This is an optimization exercise on Yosys and OpenROAD, whose aim is small area, not a production implementation. No run shown here included a check of the RTL's function; only the layout flow was run.

<file path="flow/flow/run.sh">
#!/bin/bash
# The standard layout (standard.sh, the ORFS flow), with ORFS's own variables set for two steps:
#  - clock tree synthesis without dummy balancing loads, built from clkbuf_8 cells;
#  - port buffering with the smallest buffer cell (every input and output still gets a buffer).
# The full ORFS output goes to standard.log in this folder (per-step logs under orfs/logs).
export CTS_ARGS="-sink_clustering_enable -repair_clock_nets -dont_use_dummy_load -buf_list sky130_fd_sc_hd__clkbuf_8"
export BUFFER_PORTS_ARGS="-buffer_cell sky130_fd_sc_hd__buf_1"
bash standard.sh > standard.log 2>&1
</file>
<file path="flow/standard.sh">
#!/bin/bash
# synth_recipe.tcl (not shown) runs the flow's synth.tcl, then flattens the netlist and writes it again
# the make line also repeats each setting of config.mk as NAME=value (left out here)
make -C /OpenROAD-flow-scripts/flow DESIGN_CONFIG=/design/flow/config.mk WORK_HOME=/design/flow/orfs CLKGATE_MAP_FILE= SYNTH_SCRIPT=/design/flow/synth_recipe.tcl "${@:-finish}"
</file>
<file path="flow/config.mk">
export PLATFORM = sky130hd
export DESIGN_NAME = total_fir
export DESIGN_NICKNAME = total_fir
export VERILOG_FILES = /design/flow/design.v
export SDC_FILE = /design/flow/constraint.sdc
export NUM_CORES = 4
export LEC_CHECK = 0
export CAP_MARGIN = 20
export CORE_MARGIN = 2
export CORE_UTILIZATION = 40
export SLEW_MARGIN = 20
export SYNTH_HIERARCHICAL = 1
export SYNTH_MINIMUM_KEEP_SIZE = 0
</file>
<file path="flow/constraint.sdc">
create_clock -name core_clock -period 5.0 [get_ports {clk}]
set_input_delay 1.0000 -clock core_clock [delete_from_list [all_inputs] [get_ports {clk}]]
set_output_delay 1.0000 -clock core_clock [all_outputs]
set_load 0.01 [all_outputs]
</file>
<file path="flow/design.v">
module total_fir(total_out, x_in, clk);
	input clk;
	input signed [7:0] x_in;
	output signed [15:0] total_out;
	reg [7:0] e0;
	reg [7:0] e1;
	reg [7:0] e2;
	reg [7:0] e3;
	reg [7:0] e4;
	reg [7:0] e5;
	reg [7:0] e6;
	reg [7:0] e7;
	reg [7:0] e8;
	reg [7:0] e9;
	reg [7:0] e10;
	reg [7:0] e11;
	reg [7:0] e12;
	reg [7:0] e13;
	reg [7:0] e14;
	reg [7:0] e15;
	reg [7:0] e16;
	reg [7:0] e17;
	reg r496;
	reg r497;
	reg r498;
	reg r501;
	reg r560;
	reg r607;
	reg r608;
	reg r643;
	reg r668;
	reg r669;
	reg r686;
	reg r687;
	reg r696;
	reg r697;
	reg r702;
	reg r703;
	reg r710;
	reg r711;
	reg r712;
	reg r713;
	reg r714;
	wire o5_0;
	wire o6_0;
	wire o7_0;
	wire o8_0;
	wire o16_0;
	wire w1;
	wire w2;
	wire w3;
	wire w4;
	wire w5;
	wire w6;
	wire w7;
	wire w8;
	wire w9;
	wire w10;
	wire w11;
	wire w12;
	wire w13;
	wire w14;
	wire w15;
	wire w16;
	wire w17;
	wire w18;
	wire w19;
	wire w20;
	wire w21;
	wire w22;
	wire w23;
	wire w24;
	wire w25;
	wire w26;
	wire w27;
	wire w28;
	wire w29;
	wire w30;
	wire w31;
	wire w32;
	wire w33;
	wire w34;
	wire w35;
	wire w36;
	wire w37;
	wire w38;
	wire w39;
	wire w40;
	wire w41;
	wire w42;
	wire w43;
	wire w44;
	wire w45;
	wire w46;
	wire w47;
	wire w48;
	wire w49;
	wire w50;
	wire w51;
	wire w52;
	wire w53;
	wire w54;
	wire w55;
	wire w56;
	wire w57;
	wire w58;
	wire w59;
	wire w60;
	wire w61;
	wire w62;
	wire w63;
	wire w64;
	wire w65;
	wire w66;
	wire w67;
	wire w68;
	wire w69;
	wire w70;
	wire w71;
	wire w72;
	wire w73;
	wire w74;
	wire w75;
	wire w76;
	wire w77;
	wire w78;
	wire w79;
	wire w80;
	wire w81;
	wire w82;
	wire w83;
	wire w84;
	wire w85;
	wire w86;
	wire w87;
	wire w88;
	wire w89;
	wire w90;
	wire w91;
	wire w92;
	wire w93;
	wire w94;
	wire w95;
	wire w96;
	wire w97;
	wire w98;
	wire w99;
	wire w100;
	wire w101;
	wire w102;
	wire w103;
	wire w104;
	wire w105;
	wire w106;
	wire w107;
	wire w108;
	wire w109;
	wire w110;
	wire w111;
	wire w112;
	wire w113;
	wire w114;
	wire w115;
	wire w116;
	wire w117;
	wire w118;
	wire w119;
	wire w120;
	wire w121;
	wire w122;
	wire w123;
	wire w124;
	wire w125;
	wire w126;
	wire w127;
	wire w128;
	wire w129;
	wire w130;
	wire w131;
	wire w132;
	wire w133;
	wire w134;
	wire w135;
	wire w136;
	wire w137;
	wire w138;
	wire w139;
	wire w140;
	wire w141;
	wire w142;
	wire w143;
	wire w144;
	wire w145;
	wire w146;
	wire w147;
	wire w148;
	wire w149;
	wire w150;
	wire w151;
	wire w152;
	wire w153;
	wire w154;
	wire w155;
	wire w156;
	wire w157;
	wire w158;
	wire w159;
	wire w160;
	wire w161;
	wire w162;
	wire w163;
	wire w164;
	wire w165;
	wire w166;
	wire w167;
	wire w168;
	wire w169;
	wire w170;
	wire w171;
	wire w172;
	wire w173;
	wire w174;
	wire w175;
	wire w176;
	wire w177;
	wire w178;
	wire w179;
	wire w180;
	wire w181;
	wire w182;
	wire w183;
	wire w184;
	wire w185;
	wire w186;
	wire w187;
	wire w188;
	wire w189;
	wire w190;
	wire w191;
	wire w192;
	wire w193;
	wire w194;
	wire w195;
	wire w196;
	wire w197;
	wire w198;
	wire w199;
	wire w200;
	wire w201;
	wire w202;
	wire w203;
	wire w204;
	wire w205;
	wire w206;
	wire w207;
	wire w208;
	wire w209;
	wire w210;
	wire w211;
	wire w212;
	wire w213;
	wire w214;
	wire w215;
	wire w216;
	wire w217;
	wire w218;
	wire w219;
	wire w220;
	wire w221;
	wire w222;
	wire w223;
	wire w224;
	wire w225;
	wire w226;
	wire w227;
	wire w228;
	wire w229;
	wire w230;
	wire w231;
	wire w232;
	wire w233;
	wire w234;
	wire w235;
	wire w236;
	wire w237;
	wire w238;
	wire w239;
	wire w240;
	wire w241;
	wire w242;
	wire w243;
	wire w244;
	wire w245;
	wire w246;
	wire w247;
	wire w248;
	wire w249;
	wire w250;
	wire w251;
	wire w252;
	wire w253;
	wire w254;
	wire w255;
	wire w256;
	wire w257;
	wire w258;
	wire w259;
	wire w260;
	wire w261;
	wire w262;
	wire w263;
	wire w264;
	wire w265;
	wire w266;
	wire w267;
	wire w268;
	wire w269;
	wire w270;
	wire w271;
	wire w272;
	wire w273;
	wire w274;
	wire w275;
	wire w276;
	wire w277;
	wire w278;
	wire w279;
	wire w280;
	wire w281;
	wire w282;
	wire w283;
	wire w284;
	wire w285;
	wire w286;
	wire w287;
	wire w288;
	wire w289;
	wire w290;
	wire w291;
	wire w292;
	wire w293;
	wire w294;
	wire w295;
	wire w296;
	wire w297;
	wire w298;
	wire w299;
	wire w300;
	wire w301;
	wire w302;
	wire w303;
	wire w304;
	wire w305;
	wire w306;
	wire w307;
	wire w308;
	wire w309;
	wire w310;
	wire w311;
	wire w312;
	wire w313;
	wire w314;
	wire w315;
	wire w316;
	wire w317;
	wire w318;
	wire w319;
	wire w320;
	wire w321;
	wire w322;
	wire w323;
	wire w324;
	wire w325;
	wire w326;
	wire w327;
	wire w328;
	wire w329;
	wire w330;
	wire w331;
	wire w332;
	wire w333;
	wire w334;
	wire w335;
	wire w336;
	wire w337;
	wire w338;
	wire w339;
	wire w340;
	wire w341;
	wire w342;
	wire w343;
	wire w344;
	wire w345;
	wire w346;
	wire w347;
	wire w348;
	wire w349;
	wire w350;
	wire w351;
	wire w352;
	wire w353;
	wire w354;
	wire w355;
	wire w356;
	wire w357;
	wire w358;
	wire w359;
	wire w360;
	wire w361;
	wire w362;
	wire w363;
	wire w364;
	wire w365;
	wire w366;
	wire w367;
	wire w368;
	wire w369;
	wire w370;
	wire w371;
	wire w372;
	wire w373;
	wire w374;
	wire w375;
	wire w376;
	wire w377;
	wire w378;
	wire w379;
	wire w380;
	wire w381;
	wire w382;
	wire w383;
	wire w384;
	wire w385;
	wire w386;
	wire w387;
	wire w388;
	wire w389;
	wire w390;
	wire w391;
	wire w392;
	wire w393;
	wire w394;
	wire w395;
	wire w396;
	wire w397;
	wire w398;
	wire w399;
	wire w400;
	wire w401;
	wire w402;
	wire w403;
	wire w404;
	wire w405;
	wire w406;
	wire w407;
	wire w408;
	wire w409;
	wire w410;
	wire w411;
	wire w412;
	wire w413;
	wire w414;
	wire w415;
	wire w416;
	wire w417;
	wire w418;
	wire w419;
	wire w420;
	wire w421;
	wire w422;
	wire w423;
	wire w424;
	wire w425;
	wire w426;
	wire w427;
	wire w428;
	wire w429;
	wire w430;
	wire w431;
	wire w432;
	wire w433;
	wire w434;
	wire w435;
	wire w436;
	wire w437;
	wire w438;
	wire w439;
	wire w440;
	wire w441;
	wire w442;
	wire w443;
	wire w444;
	wire w445;
	wire w446;
	wire w447;
	wire w448;
	wire w449;
	wire w450;
	wire w451;
	wire w452;
	wire w453;
	wire w454;
	wire w455;
	wire w456;
	wire w457;
	wire w458;
	wire w459;
	wire w460;
	wire w461;
	wire w462;
	wire w463;
	wire w464;
	wire w465;
	wire w466;
	wire w467;
	wire w468;
	wire w469;
	wire w470;
	wire w471;
	wire w472;
	wire w473;
	wire w474;
	wire w475;
	wire w476;
	wire w477;
	wire w478;
	wire w479;
	wire w480;
	wire w481;
	wire w482;
	wire w483;
	wire w484;
	wire w485;
	wire w486;
	wire w487;
	wire w488;
	wire w489;
	wire w490;
	wire w491;
	wire w492;
	wire w493;
	wire w494;
	wire w495;
	wire w496;
	wire w497;
	wire w498;
	wire w499;
	wire w500;
	wire w501;
	wire w502;
	wire w503;
	wire w504;
	wire w505;
	wire w506;
	wire w507;
	wire w508;
	wire w509;
	wire w510;
	wire w511;
	wire w512;
	wire w513;
	wire w514;
	wire w515;
	wire w516;
	wire w517;
	wire w518;
	wire w519;
	wire w520;
	wire w521;
	wire w522;
	wire w523;
	wire w524;
	wire w525;
	wire w526;
	wire w527;
	wire w528;
	wire w529;
	wire w530;
	wire w531;
	wire w532;
	wire w533;
	wire w534;
	wire w535;
	wire w536;
	wire w537;
	wire w538;
	wire w539;
	wire w540;
	wire w541;
	wire w542;
	wire w543;
	wire w544;
	wire w545;
	wire w546;
	wire w547;
	wire w548;
	wire w549;
	wire w550;
	wire w551;
	wire w552;
	wire w553;
	wire w554;
	wire w555;
	wire w556;
	wire w557;
	wire w558;
	wire w559;
	wire w560;
	wire w561;
	wire w562;
	wire w563;
	wire w564;
	wire w565;
	wire w566;
	wire w567;
	wire w568;
	wire w569;
	wire w570;
	wire w571;
	wire w572;
	wire w573;
	wire w574;
	wire w575;
	wire w576;
	wire w577;
	wire w578;
	wire w579;
	wire w580;
	wire w581;
	wire w582;
	wire w583;
	wire w584;
	wire w585;
	wire w586;
	wire w587;
	wire w588;
	wire w589;
	wire w590;
	wire w591;
	wire w592;
	wire w593;
	wire w594;
	wire w595;
	wire w596;
	wire w597;
	wire w598;
	wire w599;
	wire w600;
	wire w601;
	wire w602;
	wire w603;
	wire w604;
	wire w605;
	wire w606;
	wire w607;
	wire w608;
	wire w609;
	wire w610;
	wire w611;
	wire w612;
	wire w613;
	wire w614;
	wire w615;
	wire w616;
	wire w617;
	wire w618;
	wire w619;
	wire w620;
	wire w621;
	wire w622;
	wire w623;
	wire w624;
	wire w625;
	wire w626;
	wire w627;
	wire w628;
	wire w629;
	wire w630;
	wire w631;
	wire w632;
	wire w633;
	wire w634;
	wire w635;
	wire w636;
	wire w637;
	wire w638;
	wire w639;
	wire w640;
	wire w641;
	wire w642;
	wire w643;
	wire w644;
	wire w645;
	wire w646;
	wire w647;
	wire w648;
	wire w649;
	wire w650;
	wire w651;
	wire w652;
	wire w653;
	wire w654;
	wire w655;
	wire w656;
	wire w657;
	wire w658;
	wire w659;
	wire w660;
	wire w661;
	wire w662;
	wire w663;
	wire w664;
	wire w665;
	wire w666;
	wire w667;
	wire w668;
	wire w669;
	wire w670;
	wire w671;
	wire w672;
	wire w673;
	wire w674;
	wire w675;
	wire w676;
	wire w677;
	wire w678;
	wire w679;
	wire w680;
	wire w681;
	wire w682;
	wire w683;
	wire w684;
	wire w685;
	wire w686;
	wire w687;
	wire w688;
	wire w689;
	wire w690;
	wire w691;
	wire w692;
	wire w693;
	wire w694;
	wire w695;
	wire w696;
	wire w697;
	wire w698;
	wire w699;
	wire w700;
	wire w701;
	wire w702;
	wire w703;
	wire w704;
	wire w705;
	wire w706;
	wire w707;
	wire w708;
	wire w709;
	wire w710;
	wire w711;
	wire w712;
	wire w713;
	wire w714;
	wire n1;
	wire n2;
	wire n3;
	wire n4;
	wire n5;
	wire n6;
	wire n7;
	wire n8;
	wire n9;
	wire n10;
	wire n11;
	wire n12;
	wire n13;
	wire n14;
	wire n15;
	wire n16;
	wire n17;
	wire n18;
	wire n19;
	wire n20;
	wire n21;
	wire n22;
	wire n23;
	wire n24;
	wire n25;
	wire n26;
	wire n27;
	wire n28;
	wire n29;
	wire n30;
	wire n31;
	wire n32;
	wire n33;
	wire n34;
	wire n35;
	wire n36;
	wire n37;
	wire n38;
	wire n39;
	wire n40;
	wire n41;
	wire n42;
	wire n43;
	wire n44;
	wire n45;
	wire n46;
	wire n47;
	wire n48;
	wire n49;
	wire n50;
	wire n51;
	wire n52;
	wire n53;
	wire n54;
	wire n55;
	wire n56;
	wire n57;
	wire n58;
	wire n59;
	wire n60;
	wire n61;
	always @(posedge clk) begin
		e0 <= x_in;
		e1 <= e0;
		e2 <= e1;
		e3 <= e2 ^ 8'h7f;
		e4 <= e3;
		e5 <= e4;
		e6 <= e5;
		e7 <= e6 ^ 8'h03;
		e8 <= e7 ^ 8'h7c;
		e9 <= e8 ^ 8'h7c;
		e10 <= e9;
		e11 <= e10 ^ 8'h7c;
		e12 <= e11 ^ 8'h80;
		e13 <= e12;
		e14 <= e13 ^ 8'h80;
		e15 <= e14 ^ 8'h80;
		e16 <= e15;
		e17 <= e16;
		r496 <= w429;
		r497 <= w494;
		r498 <= w431;
		r501 <= w433;
		r560 <= w558;
		r607 <= w605;
		r608 <= w559;
		r643 <= w641;
		r668 <= w666;
		r669 <= w642;
		r686 <= w684;
		r687 <= w667;
		r696 <= w694;
		r697 <= w685;
		r702 <= w693;
		r703 <= w695;
		r710 <= w164;
		r711 <= w220;
		r712 <= w286;
		r713 <= w360;
		r714 <= w432;
	end
	assign o5_0 = ~(~e5[0] | ~e5[1]);
	assign o6_0 = ~(~e6[0] | ~e6[1]);
	assign o7_0 = ~(e7[0] | e7[1]);
	assign o8_0 = ~(e8[0] | e8[1]);
	assign o16_0 = ~(e16[0] | e16[1]);
	assign n1 = ~e2[0];
	assign n2 = ~e2[1];
	assign n3 = ~e2[2];
	assign n4 = ~e2[3];
	assign n5 = ~e2[4];
	assign n6 = ~e2[5];
	assign n7 = ~e2[6];
	assign n8 = ~e7[2];
	assign n9 = ~e7[3];
	assign n10 = ~e7[4];
	assign n11 = ~e7[5];
	assign n12 = ~e7[6];
	assign n13 = ~e7[7];
	assign n14 = ~e8[7];
	assign n15 = ~e8[2];
	assign n16 = ~e8[3];
	assign n17 = ~e8[4];
	assign n18 = ~e8[5];
	assign n19 = ~e8[6];
	assign n20 = ~e9[0];
	assign n21 = ~e9[1];
	assign n22 = ~e10[0];
	assign n23 = ~e10[1];
	assign n24 = ~e10[2];
	assign n25 = ~e10[3];
	assign n26 = ~e10[4];
	assign n27 = ~e10[5];
	assign n28 = ~e10[6];
	assign n29 = ~e10[7];
	assign n30 = ~e11[7];
	assign n31 = ~e11[0];
	assign n32 = ~e11[1];
	assign n33 = ~e11[2];
	assign n34 = ~e11[3];
	assign n35 = ~e11[4];
	assign n36 = ~e11[5];
	assign n37 = ~e11[6];
	assign n38 = ~e13[0];
	assign n39 = ~e13[1];
	assign n40 = ~e13[2];
	assign n41 = ~e13[3];
	assign n42 = ~e13[4];
	assign n43 = ~e13[5];
	assign n44 = ~e13[6];
	assign n45 = ~e13[7];
	assign n46 = ~e14[7];
	assign n47 = ~e14[0];
	assign n48 = ~e14[1];
	assign n49 = ~e14[2];
	assign n50 = ~e14[3];
	assign n51 = ~e14[4];
	assign n52 = ~e14[5];
	assign n53 = ~e14[6];
	assign n54 = ~e16[0];
	assign n55 = ~e16[1];
	assign n56 = ~e16[2];
	assign n57 = ~e16[3];
	assign n58 = ~e16[4];
	assign n59 = ~e16[5];
	assign n60 = ~e16[6];
	assign n61 = ~e16[7];
	fa uw62 (.a(e3[0]), .b(e4[1]), .c(e4[0]), .s(w62), .co(w63));
	fa uw64 (.a(e5[0]), .b(e5[2]), .c(e6[2]), .s(w64), .co(w65));
	fa uw66 (.a(e7[2]), .b(e10[1]), .c(e11[1]), .s(w66), .co(w67));
	fa uw68 (.a(e12[0]), .b(e12[1]), .c(e13[0]), .s(w68), .co(w69));
	fa uw70 (.a(e14[0]), .b(e14[1]), .c(e17[2]), .s(w70), .co(w71));
	fa uw72 (.a(n15), .b(n56), .c(o5_0), .s(w72), .co(w73));
	fa uw74 (.a(o6_0), .b(o7_0), .c(o8_0), .s(w74), .co(w75));
	fa uw76 (.a(o16_0), .b(w62), .c(w64), .s(w76), .co(w77));
	fa uw78 (.a(w66), .b(w68), .c(w70), .s(w78), .co(w79));
	fa uw80 (.a(w72), .b(w74), .c(w76), .s(w80), .co(w81));
	assign w83 = w78 & w80;
	xn uw84 (.a(e3[1]), .b(e4[0]), .s(w84));
	o2 uw85 (.a(e3[1]), .b(e4[0]), .co(w85));
	fa uw86 (.a(e4[2]), .b(e5[1]), .c(e5[3]), .s(w86), .co(w87));
	fa uw88 (.a(e6[0]), .b(e6[3]), .c(e7[3]), .s(w88), .co(w89));
	fa uw90 (.a(e11[0]), .b(e11[2]), .c(e12[1]), .s(w90), .co(w91));
	fa uw92 (.a(e12[2]), .b(e13[1]), .c(e13[0]), .s(w92), .co(w93));
	fa uw94 (.a(e14[1]), .b(e14[2]), .c(e15[0]), .s(w94), .co(w95));
	fa uw96 (.a(e17[3]), .b(n16), .c(n22), .s(w96), .co(w97));
	fa uw98 (.a(n24), .b(n54), .c(n57), .s(w98), .co(w99));
	fa uw100 (.a(w84), .b(w63), .c(w65), .s(w100), .co(w101));
	fa uw102 (.a(w67), .b(w69), .c(w71), .s(w102), .co(w103));
	fa uw104 (.a(w86), .b(w88), .c(w90), .s(w104), .co(w105));
	fa uw106 (.a(w92), .b(w94), .c(w96), .s(w106), .co(w107));
	fa uw108 (.a(w98), .b(w73), .c(w75), .s(w108), .co(w109));
	fa uw110 (.a(w77), .b(w79), .c(w100), .s(w110), .co(w111));
	fa uw112 (.a(w102), .b(w104), .c(w106), .s(w112), .co(w113));
	fa uw114 (.a(w108), .b(w81), .c(w110), .s(w114), .co(w115));
	assign w117 = (w112 & w83) | (w112 & w114) | (w83 & w114);
	xn uw118 (.a(e3[2]), .b(e4[1]), .s(w118));
	o2 uw119 (.a(e3[2]), .b(e4[1]), .co(w119));
	fa uw120 (.a(e4[3]), .b(e5[2]), .c(e5[0]), .s(w120), .co(w121));
	fa uw122 (.a(e5[4]), .b(e6[1]), .c(e6[4]), .s(w122), .co(w123));
	fa uw124 (.a(e7[0]), .b(e7[4]), .c(e11[1]), .s(w124), .co(w125));
	fa uw126 (.a(e11[0]), .b(e11[3]), .c(e12[2]), .s(w126), .co(w127));
	fa uw128 (.a(e12[0]), .b(e12[3]), .c(e13[2]), .s(w128), .co(w129));
	fa uw130 (.a(e13[1]), .b(e14[2]), .c(e14[3]), .s(w130), .co(w131));
	fa uw132 (.a(e15[1]), .b(e15[0]), .c(e17[0]), .s(w132), .co(w133));
	fa uw134 (.a(e17[4]), .b(n1), .c(n17), .s(w134), .co(w135));
	fa uw136 (.a(n20), .b(n23), .c(n25), .s(w136), .co(w137));
	fa uw138 (.a(n55), .b(n58), .c(w85), .s(w138), .co(w139));
	fa uw140 (.a(w118), .b(w87), .c(w89), .s(w140), .co(w141));
	fa uw142 (.a(w91), .b(w93), .c(w95), .s(w142), .co(w143));
	fa uw144 (.a(w120), .b(w122), .c(w124), .s(w144), .co(w145));
	fa uw146 (.a(w126), .b(w128), .c(w130), .s(w146), .co(w147));
	fa uw148 (.a(w132), .b(w97), .c(w99), .s(w148), .co(w149));
	fa uw150 (.a(w134), .b(w136), .c(w138), .s(w150), .co(w151));
	fa uw152 (.a(w101), .b(w103), .c(w105), .s(w152), .co(w153));
	fa uw154 (.a(w140), .b(w142), .c(w144), .s(w154), .co(w155));
	fa uw156 (.a(w146), .b(w107), .c(w148), .s(w156), .co(w157));
	fa uw158 (.a(w109), .b(w150), .c(w111), .s(w158), .co(w159));
	fa uw160 (.a(w152), .b(w154), .c(w113), .s(w160), .co(w161));
	fa uw162 (.a(w156), .b(w115), .c(w158), .s(w162), .co(w163));
	fa uw164 (.a(w160), .b(w117), .c(w162), .s(w164), .co(w165));
	fa uw166 (.a(e3[3]), .b(e4[2]), .c(e4[4]), .s(w166), .co(w167));
	fa uw168 (.a(e5[3]), .b(e5[1]), .c(e5[5]), .s(w168), .co(w169));
	fa uw170 (.a(e6[2]), .b(e6[5]), .c(e7[1]), .s(w170), .co(w171));
	fa uw172 (.a(e7[5]), .b(e10[2]), .c(e11[2]), .s(w172), .co(w173));
	fa uw174 (.a(e11[1]), .b(e11[4]), .c(e12[3]), .s(w174), .co(w175));
	fa uw176 (.a(e12[1]), .b(e12[4]), .c(e13[3]), .s(w176), .co(w177));
	fa uw178 (.a(e13[2]), .b(e14[3]), .c(e14[4]), .s(w178), .co(w179));
	fa uw180 (.a(e15[2]), .b(e15[1]), .c(e17[1]), .s(w180), .co(w181));
	fa uw182 (.a(e17[5]), .b(n2), .c(n1), .s(w182), .co(w183));
	fa uw184 (.a(n18), .b(n21), .c(n26), .s(w184), .co(w185));
	fa uw186 (.a(n56), .b(n54), .c(n59), .s(w186), .co(w187));
	fa uw188 (.a(w119), .b(w121), .c(w123), .s(w188), .co(w189));
	fa uw190 (.a(w125), .b(w127), .c(w129), .s(w190), .co(w191));
	fa uw192 (.a(w131), .b(w133), .c(w166), .s(w192), .co(w193));
	fa uw194 (.a(w168), .b(w170), .c(w172), .s(w194), .co(w195));
	fa uw196 (.a(w174), .b(w176), .c(w178), .s(w196), .co(w197));
	fa uw198 (.a(w180), .b(w135), .c(w137), .s(w198), .co(w199));
	fa uw200 (.a(w182), .b(w184), .c(w186), .s(w200), .co(w201));
	fa uw202 (.a(w139), .b(w141), .c(w143), .s(w202), .co(w203));
	fa uw204 (.a(w145), .b(w147), .c(w188), .s(w204), .co(w205));
	fa uw206 (.a(w190), .b(w149), .c(w192), .s(w206), .co(w207));
	fa uw208 (.a(w194), .b(w196), .c(w198), .s(w208), .co(w209));
	fa uw210 (.a(w200), .b(w151), .c(w153), .s(w210), .co(w211));
	fa uw212 (.a(w202), .b(w155), .c(w204), .s(w212), .co(w213));
	fa uw214 (.a(w157), .b(w206), .c(w208), .s(w214), .co(w215));
	fa uw216 (.a(w159), .b(w210), .c(w212), .s(w216), .co(w217));
	fa uw218 (.a(w161), .b(w214), .c(w163), .s(w218), .co(w219));
	fa uw220 (.a(w216), .b(w165), .c(w218), .s(w220), .co(w221));
	xn uw222 (.a(e3[4]), .b(e3[0]), .s(w222));
	o2 uw223 (.a(e3[4]), .b(e3[0]), .co(w223));
	fa uw224 (.a(e4[3]), .b(e4[0]), .c(e4[5]), .s(w224), .co(w225));
	fa uw226 (.a(e5[4]), .b(e5[2]), .c(e5[6]), .s(w226), .co(w227));
	fa uw228 (.a(e6[3]), .b(e6[6]), .c(e7[6]), .s(w228), .co(w229));
	fa uw230 (.a(e9[2]), .b(e10[3]), .c(e10[0]), .s(w230), .co(w231));
	fa uw232 (.a(e11[3]), .b(e11[2]), .c(e11[5]), .s(w232), .co(w233));
	fa uw234 (.a(e12[4]), .b(e12[2]), .c(e12[0]), .s(w234), .co(w235));
	fa uw236 (.a(e12[5]), .b(e13[4]), .c(e13[3]), .s(w236), .co(w237));
	fa uw238 (.a(e14[4]), .b(e14[5]), .c(e15[3]), .s(w238), .co(w239));
	fa uw240 (.a(e15[2]), .b(e17[2]), .c(e17[6]), .s(w240), .co(w241));
	fa uw242 (.a(n3), .b(n2), .c(n8), .s(w242), .co(w243));
	fa uw244 (.a(n19), .b(n27), .c(n47), .s(w244), .co(w245));
	fa uw246 (.a(n57), .b(n55), .c(n60), .s(w246), .co(w247));
	fa uw248 (.a(w222), .b(w167), .c(w169), .s(w248), .co(w249));
	fa uw250 (.a(w171), .b(w173), .c(w175), .s(w250), .co(w251));
	fa uw252 (.a(w177), .b(w179), .c(w181), .s(w252), .co(w253));
	fa uw254 (.a(w224), .b(w226), .c(w228), .s(w254), .co(w255));
	fa uw256 (.a(w230), .b(w232), .c(w234), .s(w256), .co(w257));
	fa uw258 (.a(w236), .b(w238), .c(w240), .s(w258), .co(w259));
	fa uw260 (.a(w183), .b(w185), .c(w187), .s(w260), .co(w261));
	fa uw262 (.a(w242), .b(w244), .c(w246), .s(w262), .co(w263));
	fa uw264 (.a(w189), .b(w191), .c(w193), .s(w264), .co(w265));
	fa uw266 (.a(w195), .b(w197), .c(w248), .s(w266), .co(w267));
	fa uw268 (.a(w250), .b(w252), .c(w199), .s(w268), .co(w269));
	fa uw270 (.a(w254), .b(w256), .c(w258), .s(w270), .co(w271));
	fa uw272 (.a(w201), .b(w260), .c(w262), .s(w272), .co(w273));
	fa uw274 (.a(w203), .b(w205), .c(w207), .s(w274), .co(w275));
	fa uw276 (.a(w264), .b(w266), .c(w209), .s(w276), .co(w277));
	fa uw278 (.a(w268), .b(w270), .c(w272), .s(w278), .co(w279));
	fa uw280 (.a(w211), .b(w213), .c(w274), .s(w280), .co(w281));
	fa uw282 (.a(w215), .b(w276), .c(w278), .s(w282), .co(w283));
	fa uw284 (.a(w217), .b(w280), .c(w282), .s(w284), .co(w285));
	fa uw286 (.a(w219), .b(w284), .c(w221), .s(w286), .co(w287));
	fa uw288 (.a(e3[5]), .b(e3[1]), .c(e4[4]), .s(w288), .co(w289));
	fa uw290 (.a(e4[1]), .b(e4[6]), .c(e5[5]), .s(w290), .co(w291));
	fa uw292 (.a(e5[3]), .b(e5[7]), .c(e6[4]), .s(w292), .co(w293));
	fa uw294 (.a(e6[7]), .b(e7[7]), .c(e8[0]), .s(w294), .co(w295));
	fa uw296 (.a(e8[7]), .b(e9[3]), .c(e10[4]), .s(w296), .co(w297));
	fa uw298 (.a(e10[1]), .b(e11[4]), .c(e11[3]), .s(w298), .co(w299));
	fa uw300 (.a(e11[6]), .b(e12[5]), .c(e12[3]), .s(w300), .co(w301));
	fa uw302 (.a(e12[1]), .b(e12[6]), .c(e13[5]), .s(w302), .co(w303));
	fa uw304 (.a(e13[4]), .b(e14[5]), .c(e14[6]), .s(w304), .co(w305));
	fa uw306 (.a(e15[4]), .b(e15[3]), .c(e17[3]), .s(w306), .co(w307));
	fa uw308 (.a(e17[7]), .b(n4), .c(n3), .s(w308), .co(w309));
	fa uw310 (.a(n9), .b(n28), .c(n31), .s(w310), .co(w311));
	fa uw312 (.a(n38), .b(n48), .c(n58), .s(w312), .co(w313));
	fa uw314 (.a(n56), .b(n61), .c(w223), .s(w314), .co(w315));
	fa uw316 (.a(w225), .b(w227), .c(w229), .s(w316), .co(w317));
	fa uw318 (.a(w231), .b(w233), .c(w235), .s(w318), .co(w319));
	fa uw320 (.a(w237), .b(w239), .c(w241), .s(w320), .co(w321));
	fa uw322 (.a(w288), .b(w290), .c(w292), .s(w322), .co(w323));
	fa uw324 (.a(w294), .b(w296), .c(w298), .s(w324), .co(w325));
	fa uw326 (.a(w300), .b(w302), .c(w304), .s(w326), .co(w327));
	fa uw328 (.a(w306), .b(w243), .c(w245), .s(w328), .co(w329));
	fa uw330 (.a(w247), .b(w308), .c(w310), .s(w330), .co(w331));
	fa uw332 (.a(w312), .b(w314), .c(w249), .s(w332), .co(w333));
	fa uw334 (.a(w251), .b(w253), .c(w255), .s(w334), .co(w335));
	fa uw336 (.a(w257), .b(w259), .c(w316), .s(w336), .co(w337));
	fa uw338 (.a(w318), .b(w320), .c(w261), .s(w338), .co(w339));
	fa uw340 (.a(w322), .b(w324), .c(w326), .s(w340), .co(w341));
	fa uw342 (.a(w263), .b(w328), .c(w330), .s(w342), .co(w343));
	fa uw344 (.a(w265), .b(w267), .c(w332), .s(w344), .co(w345));
	fa uw346 (.a(w269), .b(w271), .c(w334), .s(w346), .co(w347));
	fa uw348 (.a(w336), .b(w338), .c(w340), .s(w348), .co(w349));
	fa uw350 (.a(w273), .b(w342), .c(w275), .s(w350), .co(w351));
	fa uw352 (.a(w344), .b(w277), .c(w346), .s(w352), .co(w353));
	fa uw354 (.a(w348), .b(w279), .c(w281), .s(w354), .co(w355));
	fa uw356 (.a(w350), .b(w352), .c(w283), .s(w356), .co(w357));
	fa uw358 (.a(w354), .b(w285), .c(w356), .s(w358), .co(w359));
	ha uw360 (.a(w358), .b(w287), .s(w360), .co(w361));
	fa uw362 (.a(e3[6]), .b(e3[2]), .c(e4[5]), .s(w362), .co(w363));
	fa uw364 (.a(e4[2]), .b(e4[7]), .c(e5[6]), .s(w364), .co(w365));
	fa uw366 (.a(e5[4]), .b(e6[5]), .c(e8[1]), .s(w366), .co(w367));
	fa uw368 (.a(e9[4]), .b(e10[5]), .c(e11[5]), .s(w368), .co(w369));
	fa uw370 (.a(e11[4]), .b(e12[6]), .c(e12[4]), .s(w370), .co(w371));
	fa uw372 (.a(e12[2]), .b(e12[7]), .c(e13[6]), .s(w372), .co(w373));
	fa uw374 (.a(e13[5]), .b(e14[6]), .c(e15[5]), .s(w374), .co(w375));
	fa uw376 (.a(e15[4]), .b(e17[4]), .c(n5), .s(w376), .co(w377));
	fa uw378 (.a(n4), .b(n10), .c(n24), .s(w378), .co(w379));
	fa uw380 (.a(n29), .b(n32), .c(n30), .s(w380), .co(w381));
	fa uw382 (.a(n39), .b(n49), .c(n46), .s(w382), .co(w383));
	fa uw384 (.a(n59), .b(n57), .c(w289), .s(w384), .co(w385));
	fa uw386 (.a(w291), .b(w293), .c(w295), .s(w386), .co(w387));
	fa uw388 (.a(w297), .b(w299), .c(w301), .s(w388), .co(w389));
	fa uw390 (.a(w303), .b(w305), .c(w307), .s(w390), .co(w391));
	fa uw392 (.a(w362), .b(w364), .c(w366), .s(w392), .co(w393));
	fa uw394 (.a(w368), .b(w370), .c(w372), .s(w394), .co(w395));
	fa uw396 (.a(w374), .b(w309), .c(w311), .s(w396), .co(w397));
	fa uw398 (.a(w313), .b(w376), .c(w378), .s(w398), .co(w399));
	fa uw400 (.a(w380), .b(w382), .c(w315), .s(w400), .co(w401));
	fa uw402 (.a(w317), .b(w319), .c(w321), .s(w402), .co(w403));
	fa uw404 (.a(w323), .b(w325), .c(w327), .s(w404), .co(w405));
	fa uw406 (.a(w384), .b(w386), .c(w388), .s(w406), .co(w407));
	fa uw408 (.a(w390), .b(w329), .c(w392), .s(w408), .co(w409));
	fa uw410 (.a(w394), .b(w331), .c(w396), .s(w410), .co(w411));
	fa uw412 (.a(w398), .b(w400), .c(w333), .s(w412), .co(w413));
	fa uw414 (.a(w335), .b(w337), .c(w402), .s(w414), .co(w415));
	fa uw416 (.a(w339), .b(w341), .c(w404), .s(w416), .co(w417));
	fa uw418 (.a(w406), .b(w408), .c(w343), .s(w418), .co(w419));
	fa uw420 (.a(w410), .b(w345), .c(w412), .s(w420), .co(w421));
	fa uw422 (.a(w347), .b(w414), .c(w416), .s(w422), .co(w423));
	fa uw424 (.a(w349), .b(w418), .c(w351), .s(w424), .co(w425));
	fa uw426 (.a(w420), .b(w353), .c(w422), .s(w426), .co(w427));
	fa uw428 (.a(w355), .b(w424), .c(w426), .s(w428), .co(w429));
	fa uw430 (.a(w357), .b(w428), .c(w359), .s(w430), .co(w431));
	ha uw432 (.a(w361), .b(w430), .s(w432), .co(w433));
	fa uw434 (.a(e3[7]), .b(e3[3]), .c(e4[6]), .s(w434), .co(w435));
	fa uw436 (.a(e4[3]), .b(e5[7]), .c(e5[5]), .s(w436), .co(w437));
	fa uw438 (.a(e6[6]), .b(e8[2]), .c(e9[5]), .s(w438), .co(w439));
	fa uw440 (.a(e10[6]), .b(e11[6]), .c(e11[5]), .s(w440), .co(w441));
	fa uw442 (.a(e12[7]), .b(e12[5]), .c(e12[3]), .s(w442), .co(w443));
	fa uw444 (.a(e13[7]), .b(e13[6]), .c(e15[6]), .s(w444), .co(w445));
	fa uw446 (.a(e15[5]), .b(e17[5]), .c(n6), .s(w446), .co(w447));
	fa uw448 (.a(n5), .b(n11), .c(n25), .s(w448), .co(w449));
	fa uw450 (.a(n33), .b(n40), .c(n46), .s(w450), .co(w451));
	fa uw452 (.a(n50), .b(n60), .c(n58), .s(w452), .co(w453));
	fa uw454 (.a(w363), .b(w365), .c(w367), .s(w454), .co(w455));
	fa uw456 (.a(w369), .b(w371), .c(w373), .s(w456), .co(w457));
	fa uw458 (.a(w375), .b(w434), .c(w436), .s(w458), .co(w459));
	fa uw460 (.a(w438), .b(w440), .c(w442), .s(w460), .co(w461));
	fa uw462 (.a(w444), .b(w377), .c(w379), .s(w462), .co(w463));
	fa uw464 (.a(w381), .b(w383), .c(w446), .s(w464), .co(w465));
	fa uw466 (.a(w448), .b(w450), .c(w452), .s(w466), .co(w467));
	fa uw468 (.a(w385), .b(w387), .c(w389), .s(w468), .co(w469));
	fa uw470 (.a(w391), .b(w393), .c(w395), .s(w470), .co(w471));
	fa uw472 (.a(w454), .b(w456), .c(w397), .s(w472), .co(w473));
	fa uw474 (.a(w458), .b(w460), .c(w399), .s(w474), .co(w475));
	fa uw476 (.a(w462), .b(w464), .c(w466), .s(w476), .co(w477));
	fa uw478 (.a(w401), .b(w403), .c(w405), .s(w478), .co(w479));
	fa uw480 (.a(w407), .b(w468), .c(w409), .s(w480), .co(w481));
	fa uw482 (.a(w470), .b(w411), .c(w472), .s(w482), .co(w483));
	fa uw484 (.a(w474), .b(w476), .c(w413), .s(w484), .co(w485));
	fa uw486 (.a(w415), .b(w417), .c(w478), .s(w486), .co(w487));
	fa uw488 (.a(w480), .b(w419), .c(w482), .s(w488), .co(w489));
	fa uw490 (.a(w421), .b(w484), .c(w423), .s(w490), .co(w491));
	fa uw492 (.a(w486), .b(w488), .c(w425), .s(w492), .co(w493));
	fa uw494 (.a(w427), .b(w490), .c(w492), .s(w494), .co(w495));
	fa uw499 (.a(r496), .b(r497), .c(r498), .s(w499), .co(w500));
	ha uw502 (.a(r501), .b(w499), .s(w502), .co(w503));
	xn uw504 (.a(e3[4]), .b(e4[7]), .s(w504));
	o2 uw505 (.a(e3[4]), .b(e4[7]), .co(w505));
	fa uw506 (.a(e4[4]), .b(e5[6]), .c(e6[7]), .s(w506), .co(w507));
	fa uw508 (.a(e8[3]), .b(e9[6]), .c(e10[7]), .s(w508), .co(w509));
	fa uw510 (.a(e11[6]), .b(e12[6]), .c(e12[4]), .s(w510), .co(w511));
	fa uw512 (.a(e13[7]), .b(e15[7]), .c(e15[6]), .s(w512), .co(w513));
	fa uw514 (.a(e17[6]), .b(n7), .c(n6), .s(w514), .co(w515));
	fa uw516 (.a(n12), .b(n26), .c(n30), .s(w516), .co(w517));
	fa uw518 (.a(n34), .b(n41), .c(n51), .s(w518), .co(w519));
	fa uw520 (.a(n61), .b(n59), .c(w504), .s(w520), .co(w521));
	fa uw522 (.a(w435), .b(w437), .c(w439), .s(w522), .co(w523));
	fa uw524 (.a(w441), .b(w443), .c(w445), .s(w524), .co(w525));
	fa uw526 (.a(w506), .b(w508), .c(w510), .s(w526), .co(w527));
	fa uw528 (.a(w512), .b(w447), .c(w449), .s(w528), .co(w529));
	fa uw530 (.a(w451), .b(w453), .c(w514), .s(w530), .co(w531));
	fa uw532 (.a(w516), .b(w518), .c(w520), .s(w532), .co(w533));
	fa uw534 (.a(w455), .b(w457), .c(w459), .s(w534), .co(w535));
	fa uw536 (.a(w461), .b(w522), .c(w524), .s(w536), .co(w537));
	fa uw538 (.a(w463), .b(w526), .c(w465), .s(w538), .co(w539));
	fa uw540 (.a(w467), .b(w528), .c(w530), .s(w540), .co(w541));
	fa uw542 (.a(w532), .b(w469), .c(w471), .s(w542), .co(w543));
	fa uw544 (.a(w473), .b(w534), .c(w536), .s(w544), .co(w545));
	fa uw546 (.a(w475), .b(w477), .c(w538), .s(w546), .co(w547));
	fa uw548 (.a(w540), .b(w479), .c(w481), .s(w548), .co(w549));
	fa uw550 (.a(w542), .b(w483), .c(w544), .s(w550), .co(w551));
	fa uw552 (.a(w546), .b(w485), .c(w487), .s(w552), .co(w553));
	fa uw554 (.a(w548), .b(w489), .c(w550), .s(w554), .co(w555));
	fa uw556 (.a(w491), .b(w552), .c(w554), .s(w556), .co(w557));
	fa uw558 (.a(w493), .b(w556), .c(w495), .s(w558), .co(w559));
	fa uw561 (.a(r560), .b(w500), .c(w503), .s(w561), .co(w562));
	fa uw563 (.a(e2[7]), .b(e3[5]), .c(e4[5]), .s(w563), .co(w564));
	fa uw565 (.a(e5[7]), .b(e8[4]), .c(e9[7]), .s(w565), .co(w566));
	fa uw567 (.a(e12[7]), .b(e12[5]), .c(e15[7]), .s(w567), .co(w568));
	fa uw569 (.a(e17[7]), .b(n7), .c(n13), .s(w569), .co(w570));
	fa uw571 (.a(n27), .b(n30), .c(n35), .s(w571), .co(w572));
	fa uw573 (.a(n42), .b(n52), .c(n60), .s(w573), .co(w574));
	fa uw575 (.a(w505), .b(w507), .c(w509), .s(w575), .co(w576));
	fa uw577 (.a(w511), .b(w513), .c(w563), .s(w577), .co(w578));
	fa uw579 (.a(w565), .b(w567), .c(w515), .s(w579), .co(w580));
	fa uw581 (.a(w517), .b(w519), .c(w569), .s(w581), .co(w582));
	fa uw583 (.a(w571), .b(w573), .c(w521), .s(w583), .co(w584));
	fa uw585 (.a(w523), .b(w525), .c(w527), .s(w585), .co(w586));
	fa uw587 (.a(w575), .b(w529), .c(w577), .s(w587), .co(w588));
	fa uw589 (.a(w531), .b(w579), .c(w581), .s(w589), .co(w590));
	fa uw591 (.a(w533), .b(w583), .c(w535), .s(w591), .co(w592));
	fa uw593 (.a(w537), .b(w585), .c(w539), .s(w593), .co(w594));
	fa uw595 (.a(w587), .b(w541), .c(w589), .s(w595), .co(w596));
	fa uw597 (.a(w543), .b(w545), .c(w591), .s(w597), .co(w598));
	fa uw599 (.a(w547), .b(w593), .c(w595), .s(w599), .co(w600));
	fa uw601 (.a(w549), .b(w551), .c(w597), .s(w601), .co(w602));
	fa uw603 (.a(w599), .b(w553), .c(w555), .s(w603), .co(w604));
	fa uw605 (.a(w601), .b(w557), .c(w603), .s(w605), .co(w606));
	fa uw609 (.a(r607), .b(r608), .c(w562), .s(w609), .co(w610));
	xn uw611 (.a(e2[7]), .b(e3[6]), .s(w611));
	o2 uw612 (.a(e2[7]), .b(e3[6]), .co(w612));
	fa uw613 (.a(e4[6]), .b(e8[5]), .c(e12[6]), .s(w613), .co(w614));
	fa uw615 (.a(n28), .b(n36), .c(n43), .s(w615), .co(w616));
	fa uw617 (.a(n53), .b(n61), .c(w611), .s(w617), .co(w618));
	fa uw619 (.a(w564), .b(w566), .c(w568), .s(w619), .co(w620));
	fa uw621 (.a(w613), .b(w570), .c(w572), .s(w621), .co(w622));
	fa uw623 (.a(w574), .b(w615), .c(w617), .s(w623), .co(w624));
	fa uw625 (.a(w576), .b(w578), .c(w619), .s(w625), .co(w626));
	fa uw627 (.a(w580), .b(w582), .c(w621), .s(w627), .co(w628));
	fa uw629 (.a(w584), .b(w623), .c(w586), .s(w629), .co(w630));
	fa uw631 (.a(w588), .b(w625), .c(w590), .s(w631), .co(w632));
	fa uw633 (.a(w627), .b(w592), .c(w629), .s(w633), .co(w634));
	fa uw635 (.a(w594), .b(w596), .c(w631), .s(w635), .co(w636));
	fa uw637 (.a(w598), .b(w633), .c(w600), .s(w637), .co(w638));
	fa uw639 (.a(w635), .b(w602), .c(w637), .s(w639), .co(w640));
	fa uw641 (.a(w604), .b(w639), .c(w606), .s(w641), .co(w642));
	ha uw644 (.a(r643), .b(w610), .s(w644), .co(w645));
	fa uw646 (.a(e3[7]), .b(e4[7]), .c(e8[6]), .s(w646), .co(w647));
	fa uw648 (.a(e12[7]), .b(e14[7]), .c(n29), .s(w648), .co(w649));
	fa uw650 (.a(n37), .b(n44), .c(w612), .s(w650), .co(w651));
	fa uw652 (.a(w614), .b(w646), .c(w616), .s(w652), .co(w653));
	fa uw654 (.a(w648), .b(w618), .c(w650), .s(w654), .co(w655));
	fa uw656 (.a(w620), .b(w622), .c(w652), .s(w656), .co(w657));
	fa uw658 (.a(w624), .b(w654), .c(w626), .s(w658), .co(w659));
	fa uw660 (.a(w628), .b(w656), .c(w630), .s(w660), .co(w661));
	fa uw662 (.a(w658), .b(w632), .c(w634), .s(w662), .co(w663));
	fa uw664 (.a(w660), .b(w636), .c(w662), .s(w664), .co(w665));
	fa uw666 (.a(w638), .b(w664), .c(w640), .s(w666), .co(w667));
	ha uw672 (.a(r668), .b(r669), .s(w672), .co(w673));
	xr uw670 (.a(w672), .b(w645), .s(w670));
	ao uw671 (.g(w673), .p(w672), .c(w645), .co(w671));
	fa uw674 (.a(e11[7]), .b(n14), .c(n45), .s(w674), .co(w675));
	fa uw676 (.a(w647), .b(w649), .c(w674), .s(w676), .co(w677));
	fa uw678 (.a(w651), .b(w653), .c(w676), .s(w678), .co(w679));
	fa uw680 (.a(w655), .b(w657), .c(w678), .s(w680), .co(w681));
	fa uw682 (.a(w659), .b(w680), .c(w661), .s(w682), .co(w683));
	fa uw684 (.a(w663), .b(w682), .c(w665), .s(w684), .co(w685));
	ha uw690 (.a(r686), .b(r687), .s(w690), .co(w691));
	xr uw688 (.a(w690), .b(w671), .s(w688));
	ao uw689 (.g(w691), .p(w690), .c(w671), .co(w689));
	fa uw692 (.a(w675), .b(w677), .c(w679), .s(w692), .co(w693));
	fa uw694 (.a(w681), .b(w692), .c(w683), .s(w694), .co(w695));
	ha uw700 (.a(r696), .b(r697), .s(w700), .co(w701));
	xr uw698 (.a(w700), .b(w689), .s(w698));
	ao uw699 (.g(w701), .p(w700), .c(w689), .co(w699));
	ha uw706 (.a(r702), .b(r703), .s(w706), .co(w707));
	xr uw704 (.a(w706), .b(w699), .s(w704));
	ao uw705 (.g(w707), .p(w706), .c(w699), .co(w705));
	assign w708 = w705 ^ 1'b1;
	assign total_out[0] = r710;
	assign total_out[1] = r711;
	assign total_out[2] = r712;
	assign total_out[3] = r713;
	assign total_out[4] = r714;
	assign total_out[5] = w502;
	assign total_out[6] = w561;
	assign total_out[7] = w609;
	assign total_out[8] = w644;
	assign total_out[9] = w670;
	assign total_out[10] = w688;
	assign total_out[11] = w698;
	assign total_out[12] = w704;
	assign total_out[13] = w708;
	assign total_out[14] = w708;
	assign total_out[15] = w708;
endmodule
module fa(input a, input b, input c, output s, output co);
	assign s = a ^ b ^ c;
	assign co = (a & b) | (a & c) | (b & c);
endmodule
module xn(input a, input b, output s);
	assign s = ~(a ^ b);
endmodule
module o2(input a, input b, output co);
	assign co = a | b;
endmodule
module xr(input a, input b, output s);
	assign s = a ^ b;
endmodule
module ao(input g, input p, input c, output co);
	assign co = g | (p & c);
endmodule
module ha(input a, input b, output s, output co);
	assign s = a ^ b;
	assign co = a & b;
endmodule
</file>
==> results.txt, run 1 <==
# TYPE chip_impl_metric gauge
chip_impl_info{name="synth_area_leader_cell",value="fa_1"} 1
chip_impl_info{name="end_kind",value="flip-flop"} 1
chip_impl_metric{name="detailedRoute.firstPassIterationCount",unit=""} 4
chip_impl_info{name="timing.hold.worst_endpoint",value="e2[0]"} 1
chip_impl_metric{name="area.sequential",unit="mm2"} 0.00331
chip_impl_metric{name="insertedDiodeCount",unit=""} 0
chip_impl_info{name="timing.rr.start",value="e4[5]"} 1
chip_impl_info{name="tritoncts",value="yes"} 1
chip_impl_metric{name="fmax",unit="GHz"} 0.206
chip_impl_metric{name="detail_route.iter0.violations",unit=""} 255
chip_impl_metric{name="finish.net_count",unit=""} 924
chip_impl_metric{name="cts_inserted_buffers",unit=""} 17
chip_impl_metric{name="setup_ws",unit="ns"} 0.141
chip_impl_metric{name="finalHoldViolCount",unit=""} 0
chip_impl_metric{name="count_of_distinct_cell_types_in_the_synthesized_netlist",unit=""} 12
chip_impl_metric{name="timing.hold.ws",unit="ns"} 0.329
chip_impl_metric{name="ctsLongestPathBuffers",unit=""} 2
chip_impl_info{name="cp_common_cell",value="fa_1"} 1
chip_impl_info{name="synth.top_cells.by_area",value="fa_1 60%, dfxtp_1 33%, inv_1 2.4%"} 1
chip_impl_metric{name="reg2reg_setup_slack",unit="ns"} 0.14
chip_impl_metric{name="initial_core_utilization",unit="%"} 40.7
chip_impl_metric{name="final_max_slew_viol_count",unit=""} 0
chip_impl_metric{name="post_synth_fa_ha_maj_area_fraction",unit="%"} 61.1
chip_impl_metric{name="fraction_of_the_yosys_area_taken_by_sequential_cells",unit="%"} 33.5
chip_impl_metric{name="layout.filler_cells",unit=""} 2174
chip_impl_metric{name="area_growth",unit="%"} 6.92
chip_impl_metric{name="die_h",unit="um"} 161
chip_impl_info{name="cts_root_buf",value="clkbuf_8"} 1
chip_impl_metric{name="clk_pin_slew",unit="ns"} 0.09
chip_impl_metric{name="htree_levels",unit=""} 4
chip_impl_metric{name="max_stage_delay",unit="ns"} 0.58
chip_impl_metric{name="period_utilization",unit="%"} 97.2
chip_impl_metric{name="drive_above_1_share",unit="%"} 5.09
chip_impl_metric{name="globalRouteOverflowTotal",unit=""} 0
chip_impl_metric{name="final_setup_skew",unit="ns"} 0.0328
chip_impl_metric{name="pre_cts_slack",unit="ns"} 0.103
chip_impl_info{name="hp-start",value="e1[0]"} 1
chip_impl_metric{name="gpl.final_weighted_congestion",unit=""} 0.921
chip_impl_metric{name="post_route_ant_nets",unit=""} 0
chip_impl_metric{name="max_slew_margin",unit="%"} 73.9
chip_impl_metric{name="io-pin-count",unit=""} 25
chip_impl_metric{name="cts_hold_repair.buffers",unit=""} 0
chip_impl_info{name="timing.hold.worst.class",value="flip-flop to flip-flop"} 1
chip_impl_metric{name="worst_r2r_path_depth",unit=""} 9
chip_impl_info{name="critical_path.cell_chain",value="fa_1 > fa_1 > fa_1 > fa_1 > fa_1 > fa_1 > fa_1 > fa_1 > fa_1"} 1
chip_impl_metric{name="route.detailed.vias_per_inst",unit=""} 4.56
chip_impl_metric{name="postCtsSetupBuffers",unit=""} 0
chip_impl_metric{name="worst_ep_required_time",unit="ns"} 5.32
chip_impl_info{name="combinational_family_with_the_most_area_after_synthesis",value="adder cells"} 1
chip_impl_metric{name="postCtsResizedCells",unit=""} 0
chip_impl_metric{name="synth_top_area_share",unit="%"} 60.1
chip_impl_metric{name="drt_wl_total",unit="um"} 21700
chip_impl_metric{name="die_area",unit="mm2"} 0.0259
chip_impl_metric{name="count_of_unresolved_drc_violations_after_routing",unit=""} 0
chip_impl_metric{name="post-route-min-period",unit="ns"} 4.86
chip_impl_metric{name="grt_pass1_wl",unit="um"} 33600
chip_impl_metric{name="fin_setup_tns",unit="ns"} 0
chip_impl_metric{name="place.detailed.hpwl",unit="um"} 19700
chip_impl_metric{name="avgSynthCellArea",unit="um2"} 17.2
chip_impl_metric{name="post_synth_xor_area_fraction",unit="%"} 0.799
chip_impl_metric{name="clock_network_latency_to_the_later_pin_of_the_worst_skew_pair",unit="ns"} 0.45
chip_impl_metric{name="count_of_standard_cell_rows",unit=""} 57
chip_impl_info{name="timing.critical_path.slowest_stage_cell",value="fa_1"} 1
chip_impl_metric{name="syn-num-nets",unit=""} 888
chip_impl_metric{name="coreArea",unit="mm2"} 0.0242
chip_impl_metric{name="initial_antenna_violation_count",unit=""} 0
chip_impl_metric{name="critical_path.max_fanout",unit=""} 4
chip_impl_metric{name="drv.max_cap_violation_count",unit=""} 0
chip_impl_metric{name="synthesized_netlist_cell_count",unit=""} 575
chip_impl_metric{name="die_w",unit="um"} 161
chip_impl_metric{name="syn-cell-area",unit="mm2"} 0.00987
chip_impl_metric{name="grt.total_usage",unit="%"} 18.7
chip_impl_info{name="rr_endpoint",value="r643"} 1
chip_impl_metric{name="place.port_buffers",unit=""} 24
chip_impl_metric{name="cts_sinks",unit=""} 165
chip_impl_metric{name="synth.area.mux_share",unit="%"} 0
chip_impl_info{name="start_kind",value="flip-flop"} 1
chip_impl_metric{name="post_route_utilization",unit="%"} 43.5
chip_impl_metric{name="share_of_synthesized_cell_area_in_and_or_nand_and_nor_gates",unit="%"} 0.609
chip_impl_metric{name="hold_path_depth",unit=""} 0
chip_impl_info{name="grt_setup_unrepaired",value="no"} 1
chip_impl_metric{name="cp_data_arrival_time",unit="ns"} 5.18
chip_impl_metric{name="vias",unit=""} 4256
chip_impl_info{name="setup.worst_path.class",value="flip-flop to flip-flop"} 1
chip_impl_info{name="outcome",value="finished clean"} 1
chip_impl_metric{name="number_of_global_route_vias_before_repair",unit=""} 5435
chip_impl_metric{name="worst_slew_pin_slew",unit="ns"} 0.391
chip_impl_metric{name="timing.final.setup_violations",unit=""} 0
chip_impl_metric{name="ys_ff_latch",unit=""} 165
chip_impl_metric{name="wl_per_cell",unit="um"} 23.3
chip_impl_metric{name="area_used_by_multi_input_combinational_logic",unit="mm2"} 0.00620
chip_impl_metric{name="maximum_number_of_pins_on_one_net_before_global_route_repair",unit=""} 17
chip_impl_metric{name="complex_gate_fraction_of_the_synthesized_area",unit="%"} 0.380
chip_impl_metric{name="ys_warn_count",unit=""} 7
## cell usage after synthesis
library cell	count
or2_1	5
nor2_1	6
inv_1	64
fa_1	296
a21o_1	4
xor2_1	4
xnor2_1	5
dfxtp_1	165
buf_4	16
a22oi_1	1
and2_1	1
ha_1	8
## critical path: cells and delay by family, from the launching register on
family	cells	cell delay, ns
adder cells (fa/ha/maj)	9	4.23
flip-flops	1	0.49
## metal layers
layer	track usage, %	vias to the layer above	routed length (um)
li1	-	1740	-
met1	23.7	2372	8640
met4	7.18	0	777
met2	31.3	110	11300
met3	4.60	34	986
met5	0	-	0
## Yosys stat by module (local to each module, per instance)
| module | area (um2) | flip-flops and latches | cells | times used |
|---|---|---|---|---|
| total_fir | 3700 | 165 | 253 | 1 |
| fa | 20.0 | 0 | 1 | 296 |
| ha | 12.5 | 0 | 1 | 8 |
| xn | 8.76 | 0 | 1 | 5 |
| xr | 8.76 | 0 | 1 | 4 |
| ao | 7.51 | 0 | 1 | 4 |
| o2 | 6.26 | 0 | 1 | 5 |
## area by class of cell
class                   count  area share (%)
flip-flops and latches    165            31.4
inverters                  64            2.28
clock buffers              17            2.22
multi-input cells         330            58.8
well taps                 324            3.84
repair buffers             33            1.49
## cell usage in the layout (no fill, tap or decap)
cell and n:
buf_1 24, xor2_1 4, dfxtp_1 160, buf_4 9
nor2_1 6, fa_1 296, inv_1 64, and2_1 1
ha_1 8, a22oi_1 1, or2_1 5, xnor2_1 5
dfxtp_2 5, clkbuf_8 17, a21o_1 4
## cells by family after synthesis
family | count (synthesis)
xor gates and xnor gates | 9
buffers and inverters | 80
adders and majority gates | 304
AOI/OAI and AO/OA | 5
DFF | 165
and+or+nand+nor | 12
## worst max-delay path by stage
stage	slack (ns)	start	to	cells after the start
3_5_place_dp	0.10	e11[6]	r643	9
2_1_floorplan	0.43	e11[6]	r643	9
6_report	0.14	e4[5]	r643	9
5_1_grt	0.004	e4[5]	r643	9
4_1_cts	0.11	e4[6]	r643	9
3_3_place_gp	0.14	e12[4]	r643	9
## per-stage QoR
step / std cells / instance area (um2)
after detailed placement: 916 / 10300
after global placement: 916 / 10300
after CTS: 933 / 10500
final: 933 / 10500
after floorplan: 575 / 9870
after global routing: 933 / 10500
==> run 2: changes to the inputs <==
--- a/flow/config.mk
+++ b/flow/config.mk
@@ -8,6 +8,7 @@
 export CAP_MARGIN = 20
 export CORE_MARGIN = 2
 export CORE_UTILIZATION = 40
+export GPL_TIMING_DRIVEN = 0
 export SLEW_MARGIN = 20
 export SYNTH_HIERARCHICAL = 1
 export SYNTH_MINIMUM_KEEP_SIZE = 0
==> run 2 against run 1 <==
Compared with the run above:
- non-clock buffer count grew 7
- utilization grew 0.24 points
- die area is the same
- first-iteration DRC count shrank 0.39%
- design area grew 0.56%
- critical path depth is the same
- global-route usage shrank 0.24 points
- largest cell class unchanged
==> results.txt, run 2 <==
# TYPE chip_impl_metric gauge
chip_impl_metric{name="hold_path_depth",unit=""} 0
chip_impl_metric{name="coreArea",unit="mm2"} 0.0242
chip_impl_info{name="cell_with_the_most_instances_after_synthesis",value="fa_1"} 1
chip_impl_metric{name="ys_ff_latch",unit=""} 165
chip_impl_metric{name="fraction_of_the_yosys_area_taken_by_sequential_cells",unit="%"} 33.5
chip_impl_metric{name="detail_route.iter0.violations",unit=""} 254
chip_impl_info{name="grt_setup_unrepaired",value="no"} 1
chip_impl_metric{name="post_synth_fa_ha_maj_area_fraction",unit="%"} 61.1
chip_impl_metric{name="finish.net_count",unit=""} 931
chip_impl_info{name="end_kind",value="flip-flop"} 1
chip_impl_metric{name="timing.final.setup_violations",unit=""} 0
chip_impl_info{name="synth_top_cells_by_count",value="296 x fa_1, 165 x dfxtp_1, 64 x inv_1"} 1
chip_impl_metric{name="vias",unit=""} 4342
chip_impl_metric{name="share_of_synthesized_cell_area_in_and_or_nand_and_nor_gates",unit="%"} 0.609
chip_impl_metric{name="placedCellCount",unit=""} 923
chip_impl_metric{name="pre_cts_slack",unit="ns"} 0.0807
chip_impl_metric{name="finalHoldViolCount",unit=""} 0
chip_impl_info{name="most_frequent_standard_cell_in_the_layout_excluding_fill_and_tap_cells",value="fa_1"} 1
chip_impl_metric{name="reg2reg_setup_slack",unit="ns"} 0.17
chip_impl_metric{name="clk_pin_slew",unit="ns"} 0.09
chip_impl_metric{name="grt_pass1_wl",unit="um"} 33300
chip_impl_metric{name="max_slew_margin",unit="%"} 69.6
chip_impl_metric{name="cts_sinks",unit=""} 165
chip_impl_metric{name="fin_setup_tns",unit="ns"} 0
chip_impl_metric{name="worst_r2r_path_depth",unit=""} 9
chip_impl_metric{name="htree_levels",unit=""} 4
chip_impl_metric{name="wl_per_cell",unit="um"} 22.5
chip_impl_metric{name="detailedRoute.firstPassIterationCount",unit=""} 4
chip_impl_metric{name="syn-cell-area",unit="mm2"} 0.00987
chip_impl_info{name="timing.hold.worst_endpoint",value="e1[7]"} 1
chip_impl_metric{name="met2_length",unit="um"} 11000
chip_impl_metric{name="globalRouteOverflowTotal",unit=""} 0
chip_impl_metric{name="ctsLongestPathBuffers",unit=""} 2
chip_impl_metric{name="synth_top_area_share",unit="%"} 60.1
chip_impl_metric{name="count_of_distinct_cell_types_in_the_synthesized_netlist",unit=""} 12
chip_impl_info{name="cts_root_buf",value="clkbuf_8"} 1
chip_impl_metric{name="cts_hold_repair.buffers",unit=""} 0
chip_impl_metric{name="m1WireLength",unit="um"} 8550
chip_impl_metric{name="place.port_buffers",unit=""} 24
chip_impl_metric{name="worst_ep_required_time",unit="ns"} 5.35
chip_impl_metric{name="share_of_flip_flops_with_an_asynchronous_set_or_reset_after_synthesis",unit="%"} 0
chip_impl_info{name="top_library_cells_by_usage_in_the_layout_fill_and_taps_aside",value="296 x fa_1, 155 x dfxtp_1, 64 x inv_1, 24 x buf_1, 17 x clkbuf_8"} 1
chip_impl_info{name="rr_endpoint",value="r714"} 1
chip_impl_metric{name="count_of_standard_cell_rows",unit=""} 57
chip_impl_metric{name="die_area",unit="mm2"} 0.0259
chip_impl_info{name="tritoncts",value="yes"} 1
chip_impl_info{name="synthFlopType",value="dfxtp_1"} 1
chip_impl_metric{name="cp_data_arrival_time",unit="ns"} 5.18
chip_impl_info{name="combinational_family_with_the_most_area_after_synthesis",value="adder cells"} 1
chip_impl_metric{name="io-pin-count",unit=""} 25
chip_impl_metric{name="area_growth",unit="%"} 7.52
chip_impl_metric{name="met3RoutedLength",unit="um"} 998
chip_impl_metric{name="ys_warn_count",unit=""} 7
chip_impl_metric{name="placed_cell_area",unit="mm2"} 0.0104
chip_impl_metric{name="worst_slew_pin_slew",unit="ns"} 0.456
chip_impl_info{name="start_kind",value="flip-flop"} 1
chip_impl_metric{name="synthesized_netlist_cell_count",unit=""} 575
chip_impl_info{name="outcome",value="finished clean"} 1
chip_impl_metric{name="drt_wl_total",unit="um"} 21100
chip_impl_info{name="timing.hold.worst.class",value="flip-flop to flip-flop"} 1
chip_impl_metric{name="gpl.final_weighted_congestion",unit=""} 0.860
chip_impl_metric{name="initial_antenna_violation_count",unit=""} 0
chip_impl_metric{name="design_area",unit="mm2"} 0.0106
chip_impl_metric{name="avgSynthCellArea",unit="um2"} 17.2
==> run 2: cell types whose count changed in the layout (fill, tap and decap cells not counted) <==
cell / delta
buf_4: +7
dfxtp_1: -5
dfxtp_2: +5
==> run 2: metal layers <==
layer  GRT usage [%]  vias to the layer above
met5               0                        -
li1                -                     1756
met4            6.57                        0
met1            24.1                     2442
met2            30.6                      111
met3            4.21                       33
==> run 2: repair_timing <==
item,CTS,global route
endpoints found under the hold margin,0,0
endpoints found under the setup margin,0,2
gates resized for setup,0,10
==> run 2: logic make-up after synthesis <==
| logic type | Yosys count |
|---|---|
| adder cells (fa/ha/maj) | 304 |
| flip-flops | 165 |
| buffers and inverters | 80 |
| AND/OR/NAND/NOR | 12 |
| XOR/XNOR | 9 |
| AO/OA/AOI/OAI | 5 |
==> run 2: stage by stage <==
step	utilization (%)
3_3_place_gp	42.7
2_1_floorplan	-
4_1_cts	43.7
5_1_grt	43.7
6_report	43.7
3_5_place_dp	42.7
==> run 2: final cells by class <==
type / instances / area [um2]
clock buffer: 17 / 234
tap: 324 / 405
fill: 2205 / 13600
inverter: 64 / 240
timing repair buffer: 24 / 90.1
buffer: 16 / 120
sequential: 165 / 3320
multi-input combinational: 330 / 6200
==> run 2: worst max-delay path: stages, from the launching register on <==
cell,delay (ns)
dfxtp_1,0.49
fa_1,0.49
fa_1,0.59
fa_1,0.53
fa_1,0.54
fa_1,0.46
fa_1,0.46
fa_1,0.43
fa_1,0.44
ha_1,0.28
==> run 2: per-module statistics from Yosys, one instance, submodules excluded <==
module / area (um2) / cells
total_fir: 3700 / 253
xr: 8.76 / 1
o2: 6.26 / 1
xn: 8.76 / 1
ha: 12.5 / 1
fa: 20.0 / 1
ao: 7.51 / 1
==> run 2: worst max path at each step <==
| stage | from | end | slack (ns) |
|---|---|---|---|
| 6_report | e4[5] | r714 | 0.17 |
| 5_1_grt | e12[3] | r643 | 0.01 |
| 4_1_cts | e12[4] | r643 | 0.1 |
| 3_5_place_dp | e12[4] | r643 | 0.08 |
| 3_3_place_gp | e12[4] | r643 | 0.08 |
| 2_1_floorplan | e11[6] | r643 | 0.43 |

[separate check: timing with driven ports]
The flow's constraints put no driver on any port. The routed layouts listed below were extracted and timed again, unchanged, in two steps.
Step 1: set_driving_cell puts a clkbuf_16 on clk and a buf_2 on each other input, an assumption about the parent block.
Step 2 moves the port delays by t, midway between the first and last clock arrival at a register: inputs arrive t later, outputs are due t later. That takes back most of the time a late clock gives input paths.
Slacks: ideal / step 1 / step 2; pairs: ideal / step 1.
run | t (ns) | setup WS [ns] | worst slew at a driven data input, ns
run 1 | 0.473 | 0.141 / 0.141 / 0.141 | 0.03
run 2 | 0.479 | 0.165 / 0.165 / 0.165 | 0.03
After both steps every run listed still meets setup and hold.
